What follows belongs to an exercise in optimizing a design on an open flow for small area; a production flow would make more cautious choices.
In this exercise RTL edits were held to simulation tests only and were not proved equivalent to the original.
No run shown here takes its clock network from TritonCTS; it comes from the design's own scripts or RTL.
The clock input has no modelled driver; a real chip could not lean on it and would need a root buffer or a full tree.
No activity file was given, so power comes from the tool's default toggle rates.

**design.v**
```verilog
module enable_gen (
    input  wire       clk_100mhz,
    input  wire       reset,
    output reg  [1:0] digit,
    output wire       blink,
    output wire       en_set,    
    output wire       c9         
);
    reg [5:0] q;
    wire [5:0] p = q ^ 6'b001110;
    reg [3:0] b;
    reg [3:0] c;
    wire tick    = p[0] & p[1] & p[2] & ~p[4];    
    wire carry_a = tick & digit[1] & digit[0];
    wire carry_b = carry_a & b[3] & b[0];      
    assign blink  = c[0];
    assign c9     = c[3] & c[0];
    assign en_set = carry_b & ~c[1] & (c[0] ? c[3] : c[2]);     
    always @(posedge clk_100mhz or posedge reset) begin
        if (reset) begin
            q     <= 6'd0;
            digit <= 2'd0;
            b     <= 4'd0;
            c     <= 4'd0;
        end else begin
            q[0] <= ~(p[5] ^ p[4]);
            q[1] <= ~(p[0] & ~tick);
            q[2] <= q[1];
            q[3] <= q[2];
            q[4] <= p[3] | tick;
            q[5] <= p[4];
            digit[0] <= digit[0] ^ tick;
            digit[1] <= digit[1] ^ (tick & digit[0]);
            b[0] <= b[0] ^ carry_a;
            b[1] <= b[1] ^ (carry_a & b[0] & ~b[3]);
            b[2] <= b[2] ^ (carry_a & b[0] & b[1]);
            b[3] <= b[3] ^ (carry_a & b[0] & (b[3] | b[1] & b[2]));
            c[0] <= c[0] ^ carry_b;
            c[1] <= c[1] ^ (carry_b & c[0] & ~c[3]);
            c[2] <= c[2] ^ (carry_b & c[0] & c[1]);
            c[3] <= c[3] ^ (carry_b & c[0] & (c[3] | c[1] & c[2]));
        end
    end
endmodule
module top (
    input  wire       clk,
    input  wire       reset,
    input  wire       pause,
    input  wire       adjust,
    input  wire       select,
    output reg  [6:0] seg,
    output reg  [3:0] anode
);
    reg [2:0] MinL, SecL;
    reg [3:0] MinR, SecR;
    wire [1:0] digit;
    wire       blink, en_set, c9;
    enable_gen clkenbl (
        .clk_100mhz (clk),
        .reset      (reset),
        .digit      (digit),
        .blink      (blink),
        .en_set     (en_set),
        .c9         (c9)
    );
    wire go    = ~pause & en_set;
    wire secr9 = SecR[3] & SecR[0];
    wire secl5 = SecL[2] & SecL[0];
    wire e_sr = go & (adjust ? select : c9);
    wire e_sl = e_sr & secr9;
    wire e_mr = go & (adjust ? ~select : c9 & secr9 & secl5);
    wire e_ml = e_mr & MinR[3] & MinR[0];
    always @(posedge clk or posedge reset) begin
        if (reset) begin
            SecR <= 4'd0;
            SecL <= 3'd0;
            MinR <= 4'd0;
            MinL <= 3'd0;
        end else begin
            SecR[0] <= SecR[0] ^ e_sr;
            SecR[1] <= SecR[1] ^ (e_sr & SecR[0] & ~SecR[3]);
            SecR[2] <= SecR[2] ^ (e_sr & SecR[0] & SecR[1]);
            SecR[3] <= SecR[3] ^ (e_sr & SecR[0] & (SecR[3] | SecR[1] & SecR[2]));
            SecL[0] <= SecL[0] ^ e_sl;
            SecL[1] <= SecL[1] ^ (e_sl & SecL[0] & ~SecL[2]);
            SecL[2] <= SecL[2] ^ (e_sl & SecL[0] & (SecL[2] | SecL[1]));
            MinR[0] <= MinR[0] ^ e_mr;
            MinR[1] <= MinR[1] ^ (e_mr & MinR[0] & ~MinR[3]);
            MinR[2] <= MinR[2] ^ (e_mr & MinR[0] & MinR[1]);
            MinR[3] <= MinR[3] ^ (e_mr & MinR[0] & (MinR[3] | MinR[1] & MinR[2]));
            MinL[0] <= MinL[0] ^ e_ml;
            MinL[1] <= MinL[1] ^ (e_ml & MinL[0] & ~MinL[2]);
            MinL[2] <= MinL[2] ^ (e_ml & MinL[0] & (MinL[2] | MinL[1]));
        end
    end
    reg [3:0] d;
    always @(*) begin
        case (digit)
            2'd0: begin anode = 4'b0111; d = {1'b0, MinL}; end
            2'd1: begin anode = 4'b1011; d = MinR; end
            2'd2: begin anode = 4'b1101; d = {1'b0, SecL}; end
            default: begin anode = 4'b1110; d = SecR; end
        endcase
    end
    wire blank = blink & adjust & (select == digit[1]);
    wire t7 = d[2] & d[1] & d[0];
    wire sa = ~d[3] & ~d[1] & (d[2] ^ d[0]);               
    always @(*) begin
        seg[6] = blank | sa;
        seg[5] = blank | d[2] & (d[1] ^ d[0]);              
        seg[4] = blank | ~d[2] & d[1] & ~d[0];              
        seg[3] = blank | sa | t7;                           
        seg[2] = blank | d[0] | d[2] & ~d[1];               
        seg[1] = blank | ~d[3] & ~d[2] & (d[1] | d[0]) | t7;  
        seg[0] = blank | ~(d[3] | d[2] | d[1]) | t7;        
    end
endmodule
```
**flow/run.sh**
```bash
#!/bin/bash
# Standard ORFS layout with three changes:
#  - after the standard synthesis, the combinational cells are mapped again
#    with area-only ABC scripts, keeping the smallest result (registers, their
#    names and cells untouched);
#  - the smallest buffer on each port;
#  - the clock tree rebuilt as one or two buffers fed by the clock port, each
#    driving one cluster of registers (flow/kbuf.tcl).
set -euo pipefail
export BUFFER_PORTS_ARGS="-buffer_cell sky130_fd_sc_hd__buf_1"
export CTS_ARGS="-sink_clustering_enable -repair_clock_nets -root_buf sky130_fd_sc_hd__clkbuf_4 -buf_list sky130_fd_sc_hd__clkbuf_4 -sink_clustering_size 30 -dont_use_dummy_load"

R=orfs/results/sky130hd/top/base
LIB=$FLOW_HOME/platforms/sky130hd/lib/sky130_fd_sc_hd__tt_025C_1v80.lib
YOSYS=$FLOW_HOME/../tools/install/yosys/bin/yosys
[[ -x $YOSYS ]] || YOSYS=yosys

bash standard.sh synth > synth.log 2>&1

cp $R/1_2_yosys.v std_synth.v
DU=$(sed -n 's/^export DONT_USE_CELLS.*//; /^ *sky130/p' $FLOW_HOME/platforms/sky130hd/config.mk | tr -d '\\' | xargs -n1 | sed 's/^/-dont_use /' | xargs)
# Map the combinational logic again with each ABC script in flow/abc and keep
# the smallest result.
best=""; best_area=""
for s in flow/abc/*.abc; do
  n=$(basename $s .abc)
  cat > remap_$n.ys <<EOY
read_liberty -ignore_miss_func $LIB
read_verilog std_synth.v
hierarchy -top top
setattr -mod -set blackbox 1 sky130_fd_sc_hd__df*
flatten
rename -hide w:*.*
opt_clean -purge
abc -liberty $LIB $DU -script $PWD/$s
opt_clean -purge
hilomap -singleton -hicell sky130_fd_sc_hd__conb_1 HI -locell sky130_fd_sc_hd__conb_1 LO
insbuf -buf sky130_fd_sc_hd__buf_4 A X
opt_clean -purge
tee -o remap_$n.stat stat -liberty $LIB
write_verilog -noexpr -noattr -nohex -nodec remap_$n.v
EOY
  if $YOSYS -s remap_$n.ys > remap_$n.log 2>&1; then
    a=$(grep "Chip area for module" remap_$n.stat | head -1 | awk '{print $NF}')
    echo "$n $a" >> remap_areas.txt
    if [[ -n "$a" ]] && { [[ -z "$best_area" ]] || awk "BEGIN{exit !($a < $best_area)}"; }; then
      best=$n; best_area=$a
    fi
  fi
done
echo "best $best $best_area" >> remap_areas.txt
cp remap_$best.v $R/1_2_yosys.v
rm -f $R/1_synth.odb $R/1_synth.sdc

bash standard.sh $PWD/$R/4_1_cts.odb > standard_to_cts.log 2>&1
# Try the clock buffer options from the smallest area up, and keep the first
# whose worst register clock slew (placement estimate) is at most 112 ps; if
# none qualifies, keep the standard clock tree.
for opt in "1 buf_8" "2 buf_4" "1 buf_12" "2 buf_6" "1 clkbuf_16" "2 clkbuf_8"; do
  set -- $opt
  rm -f kbuf.odb
  if PLATFORM_DIR=$FLOW_HOME/platforms/sky130hd IN_ODB=$R/4_1_cts.odb IN_SDC=$R/4_cts.sdc \
      OUT_ODB=$PWD/kbuf.odb NBUF=$1 BUF_CELL=sky130_fd_sc_hd__$2 MAX_SLEW=0.112 \
      openroad -no_init -exit flow/kbuf.tcl > kbuf_$1_$2.log 2>&1 && [[ -f kbuf.odb ]]; then
    cp kbuf.odb $R/4_1_cts.odb
    break
  fi
done

bash standard.sh > standard.log 2>&1
```
**flow/abc/s01.abc**
```
strash
&get -n
&st
&syn2
&put
dch -f
amap
mfs3 -a
```
**flow/abc/s02.abc**
```
strash
&get -n
&st
&syn4
&put
dch -f
amap
mfs3 -a
```
**flow/abc/s03.abc**
```
strash
&get -n
&st
&syn3
&put
dch -f
amap
mfs3 -a
```
**flow/abc/s04.abc**
```
strash
balance
fraig
&get -n
&st
&syn4
&put
dch -f
amap
mfs3 -a
```
**flow/abc/s05.abc**
```
strash
&get -n
&st
&syn3
&put
dc2
dch -f
amap
mfs3 -a
```
**flow/abc/s06.abc**
```
strash
dc2
dch -f
amap
mfs3 -a
```
**flow/abc/s07.abc**
```
strash
&get -n
&st
&syn2
&syn2
&put
dch -f
amap
mfs3 -a
```
**flow/abc/s08.abc**
```
strash
&get -n
&st
&syn2
&dch -f
&put
amap
mfs3 -a
```
**flow/abc/s09.abc**
```
strash
dc2
resub -K 8
dch -f
amap
mfs3 -a
```
**flow/abc/s10.abc**
```
strash
dch -f
amap
mfs3 -a
```
**flow/kbuf.tcl**
```tcl
# Rebuild the clock net as K buffers of one cell type, each fed by the clock
# port and driving one cluster of the registers (clustered by location).
set P $::env(PLATFORM_DIR)
read_lef $P/lef/sky130_fd_sc_hd.tlef
read_lef $P/lef/sky130_fd_sc_hd_merged.lef
read_liberty $P/lib/sky130_fd_sc_hd__tt_025C_1v80.lib
read_db $::env(IN_ODB)
read_sdc $::env(IN_SDC)
source $P/setRC.tcl
set block [ord::get_db_block]
set db [ord::get_db]
set K $::env(NBUF)
set master [$db findMaster $::env(BUF_CELL)]
set clk [$block findNet clk]

# collect the clock buffers (driven from clk, transitively) and the sinks
set bufs {}
set sinks {}
set todo [list $clk]
while {[llength $todo]} {
  set net [lindex $todo 0]; set todo [lrange $todo 1 end]
  foreach it [$net getITerms] {
    if {[$it isOutputSignal]} continue
    set inst [$it getInst]
    set mn [[$inst getMaster] getName]
    if {[string match "*clkbuf*" $mn] || [string match "*clkinv*" $mn]} {
      lappend bufs $inst
      lappend todo [[$inst findITerm X] getNet]
    } else {
      lappend sinks $it
    }
  }
}
puts "found [llength $bufs] clock buffers, [llength $sinks] sinks"
foreach b $bufs {
  set onet [[$b findITerm X] getNet]
  foreach it [$onet getITerms] { if {[$it getInst] ne $b} { $it disconnect } }
  [$b findITerm A] disconnect
  [$b findITerm X] disconnect
  odb::dbInst_destroy $b
  odb::dbNet_destroy $onet
}
# k-means on sink locations
set pts {}
foreach it $sinks { set l [[$it getInst] getLocation]; lappend pts [list [lindex $l 0] [lindex $l 1]] }
set n [llength $pts]
set sorted [lsort -integer -index 0 $pts]
set cents {}
for {set k 0} {$k < $K} {incr k} { lappend cents [lindex $sorted [expr {int(($k + 0.5) * $n / $K)}]] }
for {set iter 0} {$iter < 50} {incr iter} {
  set asg {}
  foreach p $pts {
    set best 0; set bd 1e30
    for {set k 0} {$k < $K} {incr k} {
      set c [lindex $cents $k]
      set d [expr {abs([lindex $p 0]-[lindex $c 0]) + abs([lindex $p 1]-[lindex $c 1])}]
      if {$d < $bd} { set bd $d; set best $k }
    }
    lappend asg $best
  }
  set new {}
  for {set k 0} {$k < $K} {incr k} {
    set sx 0; set sy 0; set m 0
    foreach p $pts a $asg { if {$a == $k} { set sx [expr {$sx + [lindex $p 0]}]; set sy [expr {$sy + [lindex $p 1]}]; incr m } }
    if {$m} { lappend new [list [expr {$sx / $m}] [expr {$sy / $m}]] } else { lappend new [lindex $cents $k] }
  }
  set cents $new
}
for {set k 0} {$k < $K} {incr k} {
  set net [odb::dbNet_create $block "clknet_$k"]
  $net setSigType CLOCK
  set b [odb::dbInst_create $block $master "clkbuf_$k"]
  [$b findITerm A] connect $clk
  [$b findITerm X] connect $net
  set c [lindex $cents $k]
  $b setLocation [expr {int([lindex $c 0])}] [expr {int([lindex $c 1])}]
  $b setPlacementStatus PLACED
  foreach it $sinks a $asg { if {$a == $k} { $it connect $net } }
}
foreach it $sinks { if {[$it getNet] eq "NULL"} { error "unconnected sink" } }
detailed_placement
check_placement
set_propagated_clock [all_clocks]
estimate_parasitics -placement
set m 0
foreach pin [get_pins -hierarchical */CLK] { set s [get_property $pin slew_max]; if {$s > $m} {set m $s} }
puts "MAXCLKSLEW $m"
if {$m > $::env(MAX_SLEW)} { puts "KBUF_REJECT"; exit 1 }
puts "KBUF_OK"
report_clock_skew
report_check_types -max_slew -max_capacitance -violators
write_db $::env(OUT_ODB)
```
**standard.sh**
```bash
#!/bin/bash
# synth_recipe.tcl (not shown) runs the flow's synth.tcl, then flattens the netlist and writes it again
# the make line also repeats each setting of config.mk as NAME=value (left out here)
make -C /OpenROAD-flow-scripts/flow DESIGN_CONFIG=/design/flow/config.mk WORK_HOME=/design/flow/orfs CLKGATE_MAP_FILE= SYNTH_SCRIPT=/design/flow/synth_recipe.tcl "${@:-finish}"
```
**config.mk**
```make
export PLATFORM = sky130hd
export DESIGN_NAME = top
export DESIGN_NICKNAME = top
export VERILOG_FILES = /design/flow/design.v
export SDC_FILE = /design/flow/constraint.sdc
export NUM_CORES = 4
export LEC_CHECK = 0
export CAP_MARGIN = 20
export CORE_MARGIN = 2
export CORE_UTILIZATION = 40
export SLEW_MARGIN = 20
```
**constraint.sdc**
```tcl
create_clock -name core_clock -period 10.0 [get_ports {clk}]
set_input_delay 2.0000 -clock core_clock [delete_from_list [all_inputs] [get_ports {clk}]]
set_output_delay 2.0000 -clock core_clock [all_outputs]
set_load 0.01 [all_outputs]
```
==> impl_metrics.ini, run 1 <==
[status]
status = timing/DRC/antenna clean

[setup_path]
arrival_ps = 3490
r2r_start = clkenbl.q[4]$_DFF_PP0_
reg2reg_setup_slack_ps = 7120
reg2reg_to = MinL[1]$_DFF_PP0_
rr_worst_depth = 12
worst-setup-path-type = input port to output port
crit_end = seg[2]
startpoint_type = input port
startpoint = adjust
worstPathRequired_ps = 8000
cp-end-kind = output port
worstPathMaxFanout = 4

[finish]
area_delta_synth_final_pct = 10.2
antenna_cells = 0
final_net_count = 166
final_util_pct = 47.1
layout-drive-gt1-share_pct = 1.89

[clocking]
clkLatencyLatePin_ps = 120
cts_setup_buffers = 0
ctsHoldBuffers = 0
clkSinkCount = 30
cts_resized = 0
worst_setup_hold_path_clk_slew_ps = 100

[run]
maxCapViolCount = 0

[grt]
gr-total-overflow = 0
antenna_found_initial = 0
grt_usage_pct = 15.3
grt_max_degree = 31
grt_pass1_vias = 944
grt_pass1_wl_mm = 4.28

[placement]
globalplace.congestion = 0.708
portBuffers = 15
dp_hpwl_mm = 1.94
pre_cts_ws_ps = 4470

[drt]
wl_per_cell_um = 11.9
viasPerCell = 5.08
first_iter_violations = 25
drc_errors = 0
drtPass1Iterations = 4
antenna_left = 0
wirelength_mm = 2.42
vias = 1032

[pwr]
peakVddDrop_v = 0.000108
p_leak_nw = 0.615
p_per_area_nw_per_um2 = 118

[logic_synthesis]
syn_area_per_cell_sq_um = 9.26
syn_area_sq_um = 1320
syn-num-nets = 147
postSynthCellCount = 142
yosysWarnings = 2

[timing]
rsz0062_at_grt = no
fin_crit_ps = 5490
finClkSkew_ps = 2.17
fin_crit_sh_pct = 54.9
maxSlewViolCount = 0
relSlewSlack_pct = 52.4
setup_tns_ps = 0
hold_violations = 0
max_freq_ghz = 0.182
setup_ws_ps = 4510
worstMarginPinSlew_ps = 695
setup_violations = 0

[hold_path]
holdCritPathClass = flip-flop to flip-flop

[floorplan]
fp-row-count = 20
core_area_sq_um = 3080
die_w_um = 61.3
die_area_sq_um = 3760
die_h_um = 61.3
pin_count = 16
initial_core_util_pct = 42.7
==> metal layers <==
metal | routed length (um) | track usage [%] | vias to the layer above
li1 | - | - | 535
met1 | 1180 | 21.7 | 479
met2 | 1140 | 24.8 | 15
met3 | 74 | 2.10 | 3
met4 | 29 | 4.56 | 0
met5 | 0 | 0 | -
==> worst min path at each step <==
stage | startpoint | endpoint | slack [ps] | cells past startpoint
after floorplan | clkenbl.q[1]$_DFF_PP0_ | clkenbl.q[2]$_DFF_PP0_ | 350 | 0
after global placement | clkenbl.q[2]$_DFF_PP0_ | clkenbl.q[3]$_DFF_PP0_ | 360 | 0
after detailed placement | clkenbl.q[1]$_DFF_PP0_ | clkenbl.q[2]$_DFF_PP0_ | 370 | 0
after CTS | clkenbl.q[2]$_DFF_PP0_ | clkenbl.q[3]$_DFF_PP0_ | 390 | 0
after global routing | clkenbl.q[2]$_DFF_PP0_ | clkenbl.q[3]$_DFF_PP0_ | 410 | 0
final | clkenbl.q[2]$_DFF_PP0_ | clkenbl.q[3]$_DFF_PP0_ | 400 | 0
==> critical path, stage by stage <==
cell       delay [ps]
buf_1             100
clkinv_1          120
a2111oi_0         660
clkinv_1          270
o211ai_1          150
buf_1             180
==> through the flow <==
stage                     instances  cell area, sq um  hold slack (ps)  power, mW
after CTS                       206              1460              393      0.188
after detailed placement        201              1430              369      0.128
after floorplan                 142              1320              355      0.127
after global routing            203              1450              407      0.178
after global placement          201              1430              361      0.128
final                           203              1450              399      0.170
==> cell usage in the layout (no fill, tap or decap), drive strengths merged <==
master,instances
and3,1
or2,1
nand3,3
a31oi,4
nor4,1
inv,1
clkinv,13
buf,17
o22ai,9
a22oi,2
nor3b,1
a22o,1
o211ai,1
o21a,9
o21ai,6
and2,1
a2111oi,1
o31ai,1
o221a,1
nor2b,2
nand2,20
a21oi,11
nor2,21
dfrtp,30
nor3,1
==> where the power goes <==
| part | internal, mW | switching (mW) | total, mW |
|---|---|---|---|
| Sequential | 0.122 | 0.000327 | 0.122 |
| Clock | 0.0161 | 0.0285 | 0.0446 |
| Combinational | 0.000793 | 0.00311 | 0.00390 |
| Total | 0.138 | 0.0319 | 0.170 |
==> flip-flops by register name, indices dropped and copies added (netlist names) <==
| signal | count |
|---|---|
| clkenbl.q | 6 |
| clkenbl.b | 4 |
| SecL | 3 |
| clkenbl.digit | 2 |
| clkenbl.c | 4 |
| MinL | 3 |
| SecR | 4 |
| MinR | 4 |
==> area by class of cell <==
class                      count  area [sq um]
fill                         320          1630
multi-input combinational     98           512
inverter                      14          52.6
buffer                         2          22.5
timing repair buffer          15          56.3
sequential                    30           751
tap                           44          55.1
==> run 2: changes to the inputs <==
--- a/design.v
+++ b/design.v
@@ -104,7 +104,7 @@
     end
     wire blank = blink & adjust & (select == digit[1]);
     wire t7 = d[2] & d[1] & d[0];
-    wire sa = ~d[3] & ~d[1] & (d[2] ^ d[0]);               
+    wire sa = ~d[1] & (d[2] ? ~d[0] : d[0] & ~d[3]);        
     always @(*) begin
         seg[6] = blank | sa;
         seg[5] = blank | d[2] & (d[1] ^ d[0]);              
--- a/config.mk
+++ b/config.mk
@@ -8,4 +8,5 @@
 export CAP_MARGIN = 20
 export CORE_MARGIN = 2
 export CORE_UTILIZATION = 40
+export PLACE_DENSITY = 0.9
 export SLEW_MARGIN = 20
==> run 2 against run 1 <==
Clock power grew 2%. Clock skew is 3.0 ps higher. Sequential cell count stayed put. Utilization down 0.20 points. Combinational power is 1% higher. Cell area down 0.43%. Still clean. Total power is 0.56% higher. Register-to-register slack lost 390 ps. First-iteration DRC count increased to 2.9 times the previous value. Critical endpoint is now seg[3]. Cell count down 0.99%.
==> impl_metrics.ini, run 2 <==
[setup_path]
path_delay_family = buffers and inverters
path_buf_inv = 3
cp-end-kind = output port
worstPathRequired_ps = 8000
arrival_ps = 2990
cpMaxStageDelayCell = nand3_1
worstPathMaxFanout = 5
worst-setup-path-type = input port to output port
startpoint_type = input port
slowest_delay_ps = 190
critPathMostFrequentCell = buf_1
worstPathCellList = buf_1 -> clkinv_1 -> o22ai_1 -> nand3_1 -> o21a_1 -> o21ai_0 -> buf_1

[finish]
final_common_cell = dfrtp_1
most-common-layout-cells = dfrtp_1, nand2_1, nor2_1
layout-drive-gt1-share_pct = 1.91
seqCellArea_sq_um = 751
largest_register_ffs = 6
final_util_pct = 46.9
area_delta_synth_final_pct = 10.2
final_net_count = 164
antenna_cells = 0
top_register = clkenbl.q
multi_input_area_sq_um = 509
nFillCells = 287

[clocking]
clkSinkCount = 30
cts_setup_buffers = 0
cts_resized = 0
clkLatencyLatePin_ps = 130
worst_setup_hold_path_clk_slew_ps = 90
ctsHoldBuffers = 0

[grt]
grt_usage_pct = 15.3
gr-total-overflow = 0
grt_pass1_vias = 996
grt_pass1_wl_mm = 4.26
grt_max_degree = 31
antenna_found_initial = 0

[floorplan]
core_area_sq_um = 3080
die_h_um = 61.2
die_area_sq_um = 3750
initial_core_util_pct = 42.5
die_w_um = 61.2
fp-row-count = 20
pin_count = 16

[pwr]
peakVddDrop_v = 0.0000649
p_leak_nw = 0.620
p_per_area_nw_per_um2 = 119

[drt]
wirelength_mm = 2.42
first_iter_violations = 73
drtPass1Iterations = 4
vias = 1029
drc_errors = 0
wl_per_cell_um = 12.0
viasPerCell = 5.12
antenna_left = 0

[logic_synthesis]
syn-num-nets = 145
syn_area_per_cell_sq_um = 9.35
postSynthCellCount = 140
syn_area_sq_um = 1310
yosysWarnings = 2

[timing]
finClkSkew_ps = 5.20
maxSlewViolCount = 0
fin_crit_sh_pct = 49.9
hold_violations = 0
max_freq_ghz = 0.200
holdWs_ps = 392
setup_ws_ps = 5010
setup_tns_ps = 0
worstMarginPinSlew_ps = 611
rsz0062_at_grt = no
setup_violations = 0
fin_crit_ps = 4990
relSlewSlack_pct = 58.7

[placement]
portBuffers = 15
globalplace.congestion = 0.854
pre_cts_ws_ps = 5010
dp_hpwl_mm = 1.84

[status]
status = timing/DRC/antenna clean

[hold_path]
holdCritPathClass = flip-flop to flip-flop

[run]
maxCapViolCount = 0
## run 2: worst reg2reg max path, cell delays in order (launching register included)
cell	delay (ps)
dfrtp_1	420
nor4b_1	570
clkinv_1	280
nor2_1	260
nand3_1	150
or4_1	460
a21oi_1	180
nand2_1	130
nor2_1	200
nand2_1	120
nor2_1	150
clkinv_1	110
a22oi_1	160
## run 2: layout make-up
type,count,area share (%)
flip-flops and latches,30,52.0
multi-input cells,97,35.3
repair buffers,15,3.90
well taps,44,3.82
inverters,13,3.38
plain buffers,2,1.56
## run 2: per-stage QoR
| stage | area (sq um) | power (mW) | instances |
|---|---|---|---|
| detailed placement | 1420 | 0.128 | 199 |
| floorplan | 1310 | 0.127 | 140 |
| finish | 1440 | 0.171 | 201 |
| CTS | 1460 | 0.187 | 204 |
| global placement | 1420 | 0.128 | 199 |
| global route | 1440 | 0.180 | 201 |
## run 2: path summary, 6_finish.rpt
kind | slack, ps | depth (start not counted) | startpoint | to
setup / recovery | 5010 | 7 | select | seg[3]
max in group asynchronous | 7700 | 2 | reset | clkenbl.q[1]$_DFF_PP0_
setup reg to reg | 6730 | 12 | clkenbl.q[4]$_DFF_PP0_ | SecL[1]$_DFF_PP0_
min in group asynchronous | 1900 | 2 | reset | SecR[0]$_DFF_PP0_
hold reg to reg | 390 | 0 | clkenbl.q[1]$_DFF_PP0_ | clkenbl.q[2]$_DFF_PP0_
hold / removal | 390 | 0 | clkenbl.q[1]$_DFF_PP0_ | clkenbl.q[2]$_DFF_PP0_
## run 2: per-layer routing
| layer | share of wire [%] | up-vias | global-route usage (%) |
|---|---|---|---|
| met5 | 0 | - | 0 |
| met4 | 1.7 | 0 | 7.14 |
| met3 | 3.5 | 4 | 2.73 |
| met2 | 47 | 24 | 25.1 |
| met1 | 48 | 467 | 19.5 |
| li1 | - | 534 | - |
## run 2: where the power goes
| part | total [mW] | leakage [nW] | internal, mW | switching, mW |
|---|---|---|---|---|
| Sequential | 0.122 | 0.387 | 0.122 | 0.000308 |
| Combinational | 0.00394 | 0.221 | 0.000951 | 0.00299 |
| Clock | 0.0455 | 0.0121 | 0.0161 | 0.0294 |
| Total | 0.171 | 0.620 | 0.139 | 0.0327 |
==> run 3: changes to the inputs <==
--- a/config.mk
+++ b/config.mk
@@ -8,5 +8,4 @@
 export CAP_MARGIN = 20
 export CORE_MARGIN = 2
 export CORE_UTILIZATION = 40
-export PLACE_DENSITY = 0.9
 export SLEW_MARGIN = 20
==> run 3 against run 2 <==
Worst setup slack worse by 4.8 ps. Critical path depth stayed put. Global-route usage shrank 0.71 points. Critical endpoint unchanged.
==> impl_metrics.ini, run 3 <==
[status]
status = timing/DRC/antenna clean

[placement]
globalplace.congestion = 0.754
dpl_cell_area_sq_um = 1420
placedCellCount = 199
dp_hpwl_mm = 1.92
portBuffers = 15

[finish]
final_net_count = 164
most-common-layout-cells = dfrtp_1, nand2_1, nor2_1
stdcell_count = 201
layout-drive-gt1-share_pct = 1.91
fin_area_sq_um = 1440
final_common_cell = dfrtp_1
area_delta_synth_final_pct = 10.2
antenna_cells = 0
largest_register_ffs = 6
nFillCells = 306
top_register = clkenbl.q

[clocking]
worst_setup_hold_path_clk_slew_ps = 100
ctsHoldBuffers = 0
cts_setup_buffers = 0
clkLatencyLatePin_ps = 130
cts_resized = 0
clkSinkCount = 30

[grt]
busiest_layer = met2
grt_pass1_wl_mm = 4.07
gr-total-overflow = 0
antenna_found_initial = 0
use_met2_pct = 26.1
grt_use_met1_pct = 17.3
grt_max_degree = 31
use_met3_pct = 3.15
grt_pass1_vias = 950
grt_usage_pct = 14.6

[setup_path]
slowest_delay_ps = 190
critPathMostFrequentCell = buf_1
rr_worst_depth = 12
worstPathCellList = buf_1 -> clkinv_1 -> o22ai_1 -> nand3_1 -> o21a_1 -> o21ai_0 -> buf_1
worstPathRequired_ps = 8000
worstPathMaxFanout = 5
worst-setup-path-type = input port to output port
cp.depth = 7
reg2reg_to = SecL[1]$_DFF_PP0_
reg2reg_setup_slack_ps = 6760
cpMaxStageDelayCell = nand3_1
cp-end-kind = output port
path_delay_family = compound AO/OA/AOI/OAI gates
r2r_start = clkenbl.q[4]$_DFF_PP0_
arrival_ps = 2990
path_buf_inv = 3
startpoint_type = input port

[floorplan]
pin_count = 16
die_area_sq_um = 3750
initial_core_util_pct = 42.5
core_area_sq_um = 3080
die_w_um = 61.2
fp-row-count = 20
die_h_um = 61.2

[logic_synthesis]
syn-num-nets = 145
syn_area_sq_um = 1310
postSynthCellCount = 140
yosysWarnings = 2
syn_area_per_cell_sq_um = 9.35

[timing]
maxSlewViolCount = 0
rsz0062_at_grt = no
relSlewSlack_pct = 60.2
hold_violations = 0
worstMarginPinSlew_ps = 589
max_freq_ghz = 0.200
setup_tns_ps = 0
finClkSkew_ps = 13.5
fin_crit_sh_pct = 49.9
fin_crit_ps = 4990
setup_violations = 0

[hold_path]
worstHoldStart = clkenbl.q[2]$_DFF_PP0_
whs_path_depth = 0
holdCritPathClass = flip-flop to flip-flop
min_to = clkenbl.q[3]$_DFF_PP0_

[drt]
drc_errors = 0
vias = 1017
first_iter_violations = 23
drtPass1Iterations = 4
viasPerCell = 5.06
wl_per_cell_um = 11.9
antenna_left = 0
wirelength_mm = 2.38

[pwr]
peakVddDrop_v = 0.000117
p_leak_nw = 0.620
p_per_area_nw_per_um2 = 118

[run]
maxCapViolCount = 0
run 3: layout make-up:
type,instances,area (sq um),area share (%)
Buffer,2,22.5,1.56
Inverter,13,48.8,3.38
Multi-Input combinational cell,97,509,35.3
Sequential cell,30,751,52.0
Tap cell,44,55.1,3.82
Timing Repair Buffer,15,56.3,3.90
run 3: through the flow:
step | worst slack, ps | hold WS, ps | power [mW] | util (%)
after CTS | 4990 | 389 | 0.188 | 47.4
after global placement | 5070 | 363 | 0.128 | 46.1
after detailed placement | 4990 | 367 | 0.128 | 46.1
after floorplan | 5420 | 355 | 0.127 | -
after global routing | 4930 | 412 | 0.178 | 46.9
final | 5010 | 388 | 0.170 | 46.9
run 3: worst max path at each step:
stage | slack [ps] | end | from
finish | 5010 | seg[3] | select
global route | 4930 | seg[0] | select
CTS | 4990 | seg[1] | select
detailed placement | 4990 | seg[1] | select
global placement | 5070 | seg[1] | select
floorplan | 5420 | seg[0] | select
run 3: where the power goes:
part	leakage, nW	switching (mW)	internal [mW]
Combinational	0.221	0.00294	0.000952
Clock	0.0121	0.0281	0.0161
Sequential	0.387	0.000357	0.122
run 3: per-layer routing:
metal | wire length, um | vias up | part of all wire [%]
li1 | - | 532 | -
met1 | 1070 | 476 | 45
met2 | 1230 | 6 | 51
met3 | 50 | 3 | 2.1
met4 | 30 | 0 | 1.3
met5 | 0 | - | 0
==> run 4: changes to the inputs <==
--- a/design.v
+++ b/design.v
@@ -8,20 +8,24 @@
 );
     reg [5:0] q;
     wire [5:0] p = q ^ 6'b001110;
-    reg [3:0] b;
-    reg [3:0] c;
+    reg       b0;
+    reg [4:0] m;
+    reg       ct;
     wire tick    = p[0] & p[1] & p[2] & ~p[4];    
     wire carry_a = tick & digit[1] & digit[0];
-    wire carry_b = carry_a & b[3] & b[0];      
-    assign blink  = c[0];
-    assign c9     = c[3] & c[0];
-    assign en_set = carry_b & ~c[1] & (c[0] ? c[3] : c[2]);     
+    wire carry_b = carry_a & b0;
+    wire m24     = m[4] & m[3];                   
+    wire m5odd = (m >= 5'd5 && m <= 5'd9) || (m >= 5'd15 && m <= 5'd19);
+    assign blink  = m5odd ^ ct;
+    assign c9     = ct;
+    assign en_set = carry_b & m24;
     always @(posedge clk_100mhz or posedge reset) begin
         if (reset) begin
             q     <= 6'd0;
             digit <= 2'd0;
-            b     <= 4'd0;
-            c     <= 4'd0;
+            b0    <= 1'b0;
+            m     <= 5'd0;
+            ct    <= 1'b0;
         end else begin
             q[0] <= ~(p[5] ^ p[4]);
             q[1] <= ~(p[0] & ~tick);
@@ -31,14 +35,13 @@
             q[5] <= p[4];
             digit[0] <= digit[0] ^ tick;
             digit[1] <= digit[1] ^ (tick & digit[0]);
-            b[0] <= b[0] ^ carry_a;
-            b[1] <= b[1] ^ (carry_a & b[0] & ~b[3]);
-            b[2] <= b[2] ^ (carry_a & b[0] & b[1]);
-            b[3] <= b[3] ^ (carry_a & b[0] & (b[3] | b[1] & b[2]));
-            c[0] <= c[0] ^ carry_b;
-            c[1] <= c[1] ^ (carry_b & c[0] & ~c[3]);
-            c[2] <= c[2] ^ (carry_b & c[0] & c[1]);
-            c[3] <= c[3] ^ (carry_b & c[0] & (c[3] | c[1] & c[2]));
+            b0 <= b0 ^ carry_a;
+            m[0] <= m[0] ^ (carry_b & ~m24);
+            m[1] <= m[1] ^ (carry_b & m[0]);
+            m[2] <= m[2] ^ (carry_b & m[0] & m[1]);
+            m[3] <= m[3] ^ (carry_b & (m[0] & m[1] & m[2] | m24));
+            m[4] <= m[4] ^ (carry_b & (m[0] & m[1] & m[2] & m[3] | m24));
+            ct <= ct ^ (carry_b & m24);
         end
     end
 endmodule
==> run 4 against run 3 <==
Still clean. Area after synthesis down 1.1%. Cell count grew 0.50%. Clock skew fell by 7.9 ps. Via count grew 2.2%. Clock power increased by 4.8%. Wire length grew 8.2%. Sequential power is 3% lower. Synthesized cell count grew 1.4%. Worst setup slack got worse by 290 ps. Global-route usage up 0.88 points. First-iteration DRC count increased to 3.1 times the previous value. Hold slack improved by 6.4 ps. Largest power group unchanged.
==> impl_metrics.ini, run 4 <==
[drt]
antenna_left = 0
wirelength_mm = 2.58
drc_errors = 0
first_iter_violations = 72
vias = 1039
viasPerCell = 5.14
wl_per_cell_um = 12.8
drtPass1Iterations = 4

[finish]
layout-drive-gt1-share_pct = 1.27
top_register = clkenbl.q
final_net_count = 165
antenna_cells = 0
largest_registers = clkenbl.q x6, clkenbl.m x5
fin_area_sq_um = 1430
area_delta_synth_final_pct = 10.5
final_common_cell = dfrtp_1
most-common-layout-cells = dfrtp_1, nor2_1, nand2_1
largest_register_ffs = 6
nFillCells = 326

[timing]
maxSlewViolCount = 0
fin_crit_ps = 5290
relSlewSlack_pct = 61.1
setup_tns_ps = 0
hold_violations = 0
max_freq_ghz = 0.189
finClkSkew_ps = 5.61
rsz0062_at_grt = no
setup_violations = 0
fin_crit_sh_pct = 52.9
worstMarginPinSlew_ps = 575

[pwr]
p_per_area_nw_per_um2 = 118
peakVddDrop_v = 0.0000590
p_leak_nw = 0.604

[floorplan]
fp-row-count = 20
initial_core_util_pct = 42.1
die_area_sq_um = 3710
pin_count = 16
core_area_sq_um = 3080
die_w_um = 60.9
die_h_um = 60.9

[setup_path]
worstPathCellList = buf_1 -> clkinv_1 -> a22oi_1 -> o2111ai_1 -> o211ai_1 -> o31a_1 -> or2_0 -> buf_1
startpoint_type = input port
slowest_delay_ps = 240
worstPathMaxFanout = 4
critPathMostFrequentCell = buf_1
worstPathRequired_ps = 8000
arrival_ps = 3290
worst-setup-path-type = input port to output port
cpMaxStageDelayCell = o2111ai_1
cp-end-kind = output port

[grt]
grt_max_degree = 30
grt_pass1_vias = 1001
gr-total-overflow = 0
grt_usage_pct = 15.4
grt_pass1_wl_mm = 4.33
antenna_found_initial = 0

[status]
status = timing/DRC/antenna clean

[logic_synthesis]
syn-num-nets = 147
syn_area_per_cell_sq_um = 9.12
postSynthCellCount = 142
yosysWarnings = 2
syn_area_sq_um = 1290

[run]
maxCapViolCount = 0

[clocking]
ctsHoldBuffers = 0
clkSinkCount = 29
clkLatencyLatePin_ps = 160
cts_resized = 0
cts_setup_buffers = 0
worst_setup_hold_path_clk_slew_ps = 100

[placement]
dp_hpwl_mm = 2.04
portBuffers = 15
globalplace.congestion = 0.776
dpl_cell_area_sq_um = 1410

[hold_path]
holdCritPathClass = flip-flop to flip-flop
==> run 4: final timing paths <==
check | start | slack [ps] | cells past startpoint | endpoint
worst max-delay path | select | 4710 | 8 | seg[3]
worst min-delay path | clkenbl.q[1]$_DFF_PP0_ | 390 | 0 | clkenbl.q[2]$_DFF_PP0_
worst max register to register | clkenbl.q[1]$_DFF_PP0_ | 6780 | 13 | SecL[1]$_DFF_PP0_
worst min register to register | clkenbl.q[1]$_DFF_PP0_ | 390 | 0 | clkenbl.q[2]$_DFF_PP0_
max in group asynchronous | reset | 7750 | 2 | SecR[1]$_DFF_PP0_
min in group asynchronous | reset | 1870 | 2 | SecR[2]$_DFF_PP0_
==> run 4: final cells by class <==
type                            instances  area, sq um  area share, %
Buffer                                  1         25.0           1.75
Inverter                               15         56.3           3.93
Multi-Input combinational cell         98          513           35.8
Sequential cell                        29          726           50.7
Tap cell                               44         55.1           3.85
Timing Repair Buffer                   15         56.3           3.93
==> run 4: worst max-delay path: cells and delay by family <==
| family | cells | cell delay [ps] |
|---|---|---|
| AO/OA/AOI/OAI | 4 | 770 |
| buffers and inverters | 3 | 400 |
| AND/OR/NAND/NOR | 1 | 120 |
==> run 4: where the power goes <==
group / switching, mW / internal (mW) / leakage [nW]
clock: 0.0277 / 0.0185 / 0.0123
sequential: 0.000430 / 0.118 / 0.378
combinational: 0.00312 / 0.000987 / 0.214
total: 0.0313 / 0.137 / 0.604
==> run 4: stage by stage <==
step	setup slack [ps]	power (mW)	hold slack (ps)	cells	util, %
detailed placement	4720	0.125	368	201	45.7
global route	4560	0.178	416	202	46.5
CTS	4730	0.185	389	206	46.9
finish	4710	0.168	395	202	46.5
floorplan	4980	0.123	355	142	-
global placement	4820	0.124	366	201	45.7
==> run 4: routing by layer <==
metal  global-route usage [%]  share of wire [%]
met4                     1.86               0.35
met2                     28.0                 50
met1                     20.0                 47
met5                        0                  0
met3                     2.56                2.7

[re-timing with driven ports]
Ports are ideal in the flow. The routed layouts listed here were re-timed in OpenROAD.
Step 1: set_driving_cell puts a clkbuf_16 on clk and a buf_2 on each other input, an assumption about the parent block.
Step 2 times the ports against the registers' clock, not the clock port: input delays grow and output delays shrink by t, the midpoint of the rising clock arrivals with the driver on.
Three values: no drivers, after step 1, after step 2; two values: the first two.
run	t (ns)	setup slack, ns	cell pins on the clock port's net
run 1	0.157	4.513 / 4.490 / 4.490	2
run 2	0.161	5.012 / 4.990 / 4.990	2
run 3	0.159	5.007 / 4.986 / 4.986	2
run 4	0.190	4.713 / 4.689 / 4.689	1
After both steps every run listed still meets setup and hold. For run 4, which loses most, drivers alone change the setup slack by -0.024 ns; drivers and shift together by -0.024 ns.
